Source: an optimization exercise on an open RTL-to-GDS flow (aim: small area, a short achievable clock period and few clock cycles per item). Production flows keep margins and buffers that such runs may drop.
At most, simulation tests tie the RTL to the original design; equivalence was not proved.

== quartz ==
==> module tiny_encryption_algorithm, before the edit <==
module tiny_encryption_algorithm(
    input              clk,         
    input              rst_n,       
    input              key_valid,   
    input              ptxt_valid,  
    input      [63:0]  ptxt,        
    input      [127:0] key,         
    output     [63:0]  ctxt,        
    output reg         ctxt_ready   
);
localparam [31:0] DELTA   = 32'h9e3779b9;
localparam [31:0] SUM_END = 32'hc6ef3720;  
reg         busy;
reg         idle;    
reg         phase;   
reg [31:0]  sum;
reg [31:0]  a, b;
reg [127:0] k;
wire start = key_valid & ptxt_valid & ~busy;
wire last  = phase & (sum == SUM_END);
wire busy_next = busy ? ~last : start;
function automatic [31:0] add32(input [31:0] x, input [31:0] y);
    reg [31:0] p, g, c;
    reg [31:0] g2, p2;    
    reg [15:0] gg, pp;    
    integer l, i, j;
    begin
        p = x ^ y; g = x & y;
        g2[0] = g[0]; p2[0] = p[0];
        for (i = 1; i < 32; i = i + 1) begin
            g2[i] = g[i] | (p[i] & g[i-1]);
            p2[i] = p[i] & p[i-1];
        end
        for (i = 0; i < 16; i = i + 1) begin
            gg[i] = g2[2*i+1]; pp[i] = p2[2*i+1];
        end
        for (l = 0; l < 4; l = l + 1)
            for (i = 15; i >= 0; i = i - 1)
                if ((i >> l) & 1) begin
                    j = ((i >> l) << l) - 1;
                    gg[i] = gg[i] | (pp[i] & gg[j]);
                    pp[i] = pp[i] & pp[j];
                end
        c[0] = 1'b0;
        c[1] = g[0];
        for (i = 1; i < 16; i = i + 1) begin
            c[2*i] = gg[i-1];
            c[2*i+1] = g2[2*i] | (p2[2*i] & gg[i-1]);
        end
        add32 = p ^ c;
    end
endfunction
wire [31:0] f  = add32(b << 4, k[127:96]) ^ add32(b, sum) ^ add32(b >> 5, k[95:64]);
wire [31:0] op = ({32{busy}} & a) | ({32{idle}} & ptxt[31:0]);
wire [31:0] b_next = add32(op, f & {32{busy}});
always @(posedge clk or negedge rst_n) begin
    if (!rst_n) begin
        busy       <= 1'b0;
        ctxt_ready <= 1'b0;
    end else begin
        busy <= busy_next;
        if (busy & last) ctxt_ready <= 1'b1;
        else if (start) ctxt_ready <= 1'b0;
    end
end
always @(posedge clk) begin
    idle <= ~busy_next;
    k <= ({128{busy}} & {k[63:0], k[127:64]}) | ({128{idle}} & key);
    if (busy | start) begin
        a <= ({32{busy}} & b) | ({32{idle}} & ptxt[63:32]);
        b <= b_next;
    end
    if (busy) begin
        phase <= ~phase;
        if (phase) sum <= sum + DELTA;
    end else begin
        phase <= 1'b0;
        sum   <= DELTA;
    end
end
assign ctxt = {a, b};
endmodule
clock: 9.5 ns
lec_check: 0
abc_area: 1
cap_margin: 20
core_margin: 2
core_utilization: 40
cts_buf_list: sky130_fd_sc_hd__clkbuf_8
cts_cluster_diameter: 60
cts_cluster_size: 12
setup_slack_margin: 5
slew_margin: 20
standard.sh (not shown) runs the stock make flow with config.mk's settings and CLKGATE_MAP_FILE= SYNTH_SCRIPT=/design/flow/synth_recipe.tcl, a recipe that flattens the netlist after the stock synthesis.
==> flow/flow/run.sh <==
#!/bin/bash
set -euo pipefail
args=()
while IFS= read -r line; do
  [[ -z "$line" || "$line" == \#* ]] && continue
  args+=("$line")
done < flow/make_vars.txt
bash standard.sh "${args[@]}" finish > standard_flow.log 2>&1
==> flow/flow/make_vars.txt <==
BUFFER_PORTS_ARGS=-buffer_cell sky130_fd_sc_hd__buf_1
Testbench counts of quartz, summed over its fixed seeds: cycles 33,280, items 512.
## Diff of input files: maple against quartz
diff --git a/flow/design.v b/flow/design.v
--- a/flow/design.v
+++ b/flow/design.v
@@ -25,13 +25,14 @@
     reg [15:0] gg, pp;    
     integer l, i, j;
     begin
         p = x ^ y; g = x & y;
         g2[0] = g[0]; p2[0] = p[0];
         for (i = 1; i < 32; i = i + 1) begin
-            g2[i] = g[i] | (p[i] & g[i-1]);
+            if (i == 1) g2[i] = g[i] | (((x[i] | y[i]) & x[i-1]) & y[i-1]);
+            else g2[i] = g[i] | (p[i] & g[i-1]);
             p2[i] = p[i] & p[i-1];
         end
         for (i = 0; i < 16; i = i + 1) begin
             gg[i] = g2[2*i+1]; pp[i] = p2[2*i+1];
         end
         for (l = 0; l < 4; l = l + 1)
@@ -47,13 +48,45 @@
             c[2*i] = gg[i-1];
             c[2*i+1] = g2[2*i] | (p2[2*i] & gg[i-1]);
         end
         add32 = p ^ c;
     end
 endfunction
-wire [31:0] f  = add32(b << 4, k[127:96]) ^ add32(b, sum) ^ add32(b >> 5, k[95:64]);
+function automatic [31:0] add32s4(input [31:0] x, input [31:0] y);
+    reg [31:0] p, g, c;
+    reg [31:0] g2, p2;    
+    reg [15:0] gg, pp;    
+    integer l, i, j;
+    begin
+        p = x ^ y; g = x & y;
+        g2[0] = g[0]; p2[0] = p[0];
+        for (i = 1; i < 32; i = i + 1) begin
+            if (i == 5) g2[i] = g[i] | (((x[i] | y[i]) & x[i-1]) & y[i-1]);
+            else g2[i] = g[i] | (p[i] & g[i-1]);
+            p2[i] = p[i] & p[i-1];
+        end
+        for (i = 0; i < 16; i = i + 1) begin
+            gg[i] = g2[2*i+1]; pp[i] = p2[2*i+1];
+        end
+        for (l = 0; l < 4; l = l + 1)
+            for (i = 15; i >= 0; i = i - 1)
+                if ((i >> l) & 1) begin
+                    j = ((i >> l) << l) - 1;
+                    gg[i] = gg[i] | (pp[i] & gg[j]);
+                    pp[i] = pp[i] & pp[j];
+                end
+        c[0] = 1'b0;
+        c[1] = g[0];
+        for (i = 1; i < 16; i = i + 1) begin
+            c[2*i] = gg[i-1];
+            c[2*i+1] = g2[2*i] | (p2[2*i] & gg[i-1]);
+        end
+        add32s4 = p ^ c;
+    end
+endfunction
+wire [31:0] f  = add32s4(b << 4, k[127:96]) ^ add32(b, sum) ^ add32(b >> 5, k[95:64]);
 wire [31:0] op = ({32{busy}} & a) | ({32{idle}} & ptxt[31:0]);
 wire [31:0] b_next = add32(op, f & {32{busy}});
 always @(posedge clk or negedge rst_n) begin
     if (!rst_n) begin
         busy       <= 1'b0;
         ctxt_ready <= 1'b0;
### Flow results
As of maple, non-clock buffer count in the final layout had risen by a few percent compared to quartz.
Lower met1 usage was reported by quartz, not maple.
The count of unique library cells instantiated by Yosys of maple is lower than that of quartz.
Against quartz, maple reports a number of global-route vias before repair that is higher.
Non-filler instance count after layout (lower): quartz
maple -> quartz: setup-violating endpoint count in the final report delta 0, exact match
On summed instance area of the synthesized netlist: maple sits above quartz.
Between maple and quartz, the finished layout cell area is higher for maple.
Total length of routed wires, maple and quartz: higher on maple
Layout sequential cell count came out exactly the same in maple and quartz.
Function not checked in maple: the RTL went through the layout flow alone.

========
tiny_encryption_algorithm, a different RTL version from the one above (not shown whole).
Size in the first run: ~2100 cells after synthesis, roughly 260 I/O pins, about 16000 um^2 of cells after synthesis.
==> module tiny_encryption_algorithm, before the edit <==
module tiny_encryption_algorithm(
    input              clk,         
    input              rst_n,       
    input              key_valid,   
    input              ptxt_valid,  
    input      [63:0]  ptxt,        
    input      [127:0] key,         
    output     [63:0]  ctxt,        
    output reg         ctxt_ready   
);
localparam [31:0] DELTA   = 32'h9e3779b9;
localparam [31:0] SUM_END = 32'hc6ef3720;  
reg         busy;
reg         idle;    
reg         phase;   
reg [31:0]  sum;
reg [31:0]  a, b;
reg [127:0] k;
wire start = key_valid & ptxt_valid & ~busy;
wire last  = phase & (sum == SUM_END);
wire busy_next = busy ? ~last : start;
function automatic [31:0] add32(input [31:0] x, input [31:0] y);
    reg [31:0] p, g, c;
    reg [31:0] g2, p2;    
    reg [15:0] gg, pp;    
    integer l, i, j;
    begin
        p = x ^ y; g = x & y;
        g2[0] = g[0]; p2[0] = p[0];
        for (i = 1; i < 32; i = i + 1) begin
            g2[i] = g[i] | (p[i] & g[i-1]);
            p2[i] = p[i] & p[i-1];
        end
        for (i = 0; i < 16; i = i + 1) begin
            gg[i] = g2[2*i+1]; pp[i] = p2[2*i+1];
        end
        for (l = 0; l < 4; l = l + 1)
            for (i = 15; i >= 0; i = i - 1)
                if ((i >> l) & 1) begin
                    j = ((i >> l) << l) - 1;
                    gg[i] = gg[i] | (pp[i] & gg[j]);
                    pp[i] = pp[i] & pp[j];
                end
        c[0] = 1'b0;
        c[1] = g[0];
        for (i = 1; i < 16; i = i + 1) begin
            c[2*i] = gg[i-1];
            c[2*i+1] = g2[2*i] | (p2[2*i] & gg[i-1]);
        end
        add32 = p ^ c;
    end
endfunction
function automatic [31:0] cy32(input [31:0] x, input [31:0] y);
    reg [31:0] p, g, c;
    reg [31:0] g2, p2;    
    reg [15:0] gg, pp;    
    integer l, i, j;
    begin
        p = x ^ y; g = x & y;
        g2[0] = g[0]; p2[0] = p[0];
        for (i = 1; i < 32; i = i + 1) begin
            g2[i] = g[i] | (p[i] & g[i-1]);
            p2[i] = p[i] & p[i-1];
        end
        for (i = 0; i < 16; i = i + 1) begin
            gg[i] = g2[2*i+1]; pp[i] = p2[2*i+1];
        end
        for (l = 0; l < 4; l = l + 1)
            for (i = 15; i >= 0; i = i - 1)
                if ((i >> l) & 1) begin
                    j = ((i >> l) << l) - 1;
                    gg[i] = gg[i] | (pp[i] & gg[j]);
                    pp[i] = pp[i] & pp[j];
                end
        c[0] = 1'b0;
        c[1] = g[0];
        for (i = 1; i < 16; i = i + 1) begin
            c[2*i] = gg[i-1];
            c[2*i+1] = g2[2*i] | (p2[2*i] & gg[i-1]);
        end
        cy32 = c;
    end
endfunction
function automatic [31:0] addgp(input [31:0] g, input [31:0] p, input [31:0] ps);
    reg [31:0] c, g2, p2;
    reg [15:0] gg, pp;
    integer l, i, j;
    begin
        g2[0] = g[0]; p2[0] = p[0];
        for (i = 1; i < 32; i = i + 1) begin
            g2[i] = g[i] | (p[i] & g[i-1]);
            p2[i] = p[i] & p[i-1];
        end
        for (i = 0; i < 16; i = i + 1) begin
            gg[i] = g2[2*i+1]; pp[i] = p2[2*i+1];
        end
        for (l = 0; l < 4; l = l + 1)
            for (i = 15; i >= 0; i = i - 1)
                if ((i >> l) & 1) begin
                    j = ((i >> l) << l) - 1;
                    gg[i] = gg[i] | (pp[i] & gg[j]);
                    pp[i] = pp[i] & pp[j];
                end
        c[0] = 1'b0;
        c[1] = g[0];
        for (i = 1; i < 16; i = i + 1) begin
            c[2*i] = gg[i-1];
            c[2*i+1] = g2[2*i] | (p2[2*i] & gg[i-1]);
        end
        addgp = ps ^ c;
    end
endfunction
wire [31:0] c0 = cy32(b << 4, k[127:96]);
wire [31:0] c1 = cy32(b, sum);
wire [31:0] c2 = cy32(b >> 5, k[95:64]);
wire [31:0] pe = (b << 4) ^ k[127:96] ^ b ^ sum ^ (b >> 5) ^ k[95:64];
wire [31:0] pf = (c0 ^ c1) ^ (c2 ^ (pe ^ a));     
wire [31:0] fg = {32{busy}} & a & ~pf;
wire [31:0] fp = pf;
wire [31:0] fs = ({32{busy}} & pf) | ({32{idle}} & ptxt[31:0]);
wire [31:0] b_next = addgp(fg, fp, fs);
always @(posedge clk or negedge rst_n) begin
    if (!rst_n) begin
        busy       <= 1'b0;
        ctxt_ready <= 1'b0;
    end else begin
        busy <= busy_next;
        if (busy & last) ctxt_ready <= 1'b1;
        else if (start) ctxt_ready <= 1'b0;
    end
end
always @(posedge clk) begin
    idle <= ~busy_next;
    k <= ({128{busy}} & {k[63:0], k[127:64]}) | ({128{idle}} & key);
    if (busy | start) begin
        a <= ({32{busy}} & b) | ({32{idle}} & ptxt[63:32]);
        b <= b_next;
    end
    if (busy) begin
        phase <= ~phase;
        if (phase) sum <= add32(sum, DELTA);
    end else begin
        phase <= 1'b0;
        sum   <= DELTA;
    end
end
assign ctxt = {a, b};
endmodule
Settings: LEC_CHECK=0, ABC_AREA=1, CAP_MARGIN=20, CORE_MARGIN=2, CORE_UTILIZATION=40, CTS_BUF_LIST=sky130_fd_sc_hd__clkbuf_8, CTS_CLUSTER_DIAMETER=60, CTS_CLUSTER_SIZE=12, SETUP_SLACK_MARGIN=5, SLEW_MARGIN=20; clock period 9.5 ns.
==> flow/flow/make_vars.txt <==
BUFFER_PORTS_ARGS=-buffer_cell sky130_fd_sc_hd__buf_1
CTS_ARGS=-sink_clustering_enable -repair_clock_nets -sink_clustering_size 12 -sink_clustering_max_diameter 60 -buf_list sky130_fd_sc_hd__clkbuf_8 -dont_use_dummy_load
SETUP_SLACK_MARGIN=5.8
Scripts as last shown in full above: flow/flow/run.sh
Testbench counts at the start, summed over its fixed seeds: cycles 33,280, items 512.
Rerun with:
--- a/flow/design.v
+++ b/flow/design.v
@@ -48,42 +48,11 @@
             c[2*i+1] = g2[2*i] | (p2[2*i] & gg[i-1]);
         end
         add32 = p ^ c;
     end
 endfunction
-function automatic [31:0] cy32(input [31:0] x, input [31:0] y);
-    reg [31:0] p, g, c;
-    reg [31:0] g2, p2;    
-    reg [15:0] gg, pp;    
-    integer l, i, j;
-    begin
-        p = x ^ y; g = x & y;
-        g2[0] = g[0]; p2[0] = p[0];
-        for (i = 1; i < 32; i = i + 1) begin
-            g2[i] = g[i] | (p[i] & g[i-1]);
-            p2[i] = p[i] & p[i-1];
-        end
-        for (i = 0; i < 16; i = i + 1) begin
-            gg[i] = g2[2*i+1]; pp[i] = p2[2*i+1];
-        end
-        for (l = 0; l < 4; l = l + 1)
-            for (i = 15; i >= 0; i = i - 1)
-                if ((i >> l) & 1) begin
-                    j = ((i >> l) << l) - 1;
-                    gg[i] = gg[i] | (pp[i] & gg[j]);
-                    pp[i] = pp[i] & pp[j];
-                end
-        c[0] = 1'b0;
-        c[1] = g[0];
-        for (i = 1; i < 16; i = i + 1) begin
-            c[2*i] = gg[i-1];
-            c[2*i+1] = g2[2*i] | (p2[2*i] & gg[i-1]);
-        end
-        cy32 = c;
-    end
-endfunction
-function automatic [31:0] addgp(input [31:0] g, input [31:0] p, input [31:0] ps);
+function automatic [31:0] addgp(input [31:0] g, input [31:0] p);
     reg [31:0] c, g2, p2;
     reg [15:0] gg, pp;
     integer l, i, j;
     begin
         g2[0] = g[0]; p2[0] = p[0];
@@ -105,22 +74,20 @@
         c[1] = g[0];
         for (i = 1; i < 16; i = i + 1) begin
             c[2*i] = gg[i-1];
             c[2*i+1] = g2[2*i] | (p2[2*i] & gg[i-1]);
         end
-        addgp = ps ^ c;
+        addgp = p ^ c;
     end
 endfunction
-wire [31:0] c0 = cy32(b << 4, k[127:96]);
-wire [31:0] c1 = cy32(b, sum);
-wire [31:0] c2 = cy32(b >> 5, k[95:64]);
-wire [31:0] pe = (b << 4) ^ k[127:96] ^ b ^ sum ^ (b >> 5) ^ k[95:64];
-wire [31:0] pf = (c0 ^ c1) ^ (c2 ^ (pe ^ a));     
-wire [31:0] fg = {32{busy}} & a & ~pf;
-wire [31:0] fp = pf;
-wire [31:0] fs = ({32{busy}} & pf) | ({32{idle}} & ptxt[31:0]);
-wire [31:0] b_next = addgp(fg, fp, fs);
+wire [31:0] t0 = add32(b << 4, k[127:96]);
+wire [31:0] t1 = add32(b, sum);
+wire [31:0] t2 = add32(b >> 5, k[95:64]);
+wire [31:0] f  = t0 ^ t1 ^ t2;
+wire [31:0] fg = {32{busy}} & a & f;
+wire [31:0] fp = ({32{busy}} & (a ^ t0 ^ t1 ^ t2)) | ({32{idle}} & ptxt[31:0]);
+wire [31:0] b_next = addgp(fg, fp);
 always @(posedge clk or negedge rst_n) begin
     if (!rst_n) begin
         busy       <= 1'b0;
         ctxt_ready <= 1'b0;
     end else begin
The new run finished clean.
Worst setup slack loses 0.35 ns.
Synthesized area went down by 3.9%.
Worst hold slack loses 0.014 ns.
Synthesized cell count went down by 4.6%.
Design area went up by 0.72%.
Flip-flop and latch count does not change.
Global-route usage went down by 0.31 points.
Fmax went down by 9.2%.
Wire length went down by 3.9%.
Final cell count went down by 3.1%.
Testbench counts after the change, summed over its fixed seeds: cycles 33,280, items 512.

-- static timing again, ports no longer ideal --
In the flow no input, the clock included, has a driving cell. The finished layouts below were timed again as built, in two steps.
Step 1, drivers: a clkbuf_16 drives clk and a buf_2 each remaining input, both assumed.
Step 2 also shifts input and output timing later by t, the mid clock arrival at the registers, as if the neighbouring blocks saw the same clock.
Three values: no drivers, after step 1, after step 2; two values: the first two.
| run | shift t [ns] | setup WS [ns] | latest minus earliest clock arrival (ns) | worst data-port slew with drivers (ns) |
|---|---|---|---|---|
| quartz | 0.645 | 5.240 / 5.240 / 4.928 | 0.041 / 0.042 | 0.08 |
| maple | 0.637 | 5.138 / 5.138 / 5.138 | 0.045 / 0.045 | 0.05 |
| the first run of note 2 | 0.641 | 6.051 / 6.002 / 6.026 | 0.085 / 0.085 | 0.06 |
| the second run of note 2 | 0.629 | 5.701 / 5.701 / 5.377 | 0.067 / 0.067 | 0.07 |
After both steps setup and hold are still met in every run listed. The setup slack of the second run of note 2, which loses most, moves by 0.000 ns with the drivers and by -0.324 ns with both steps.
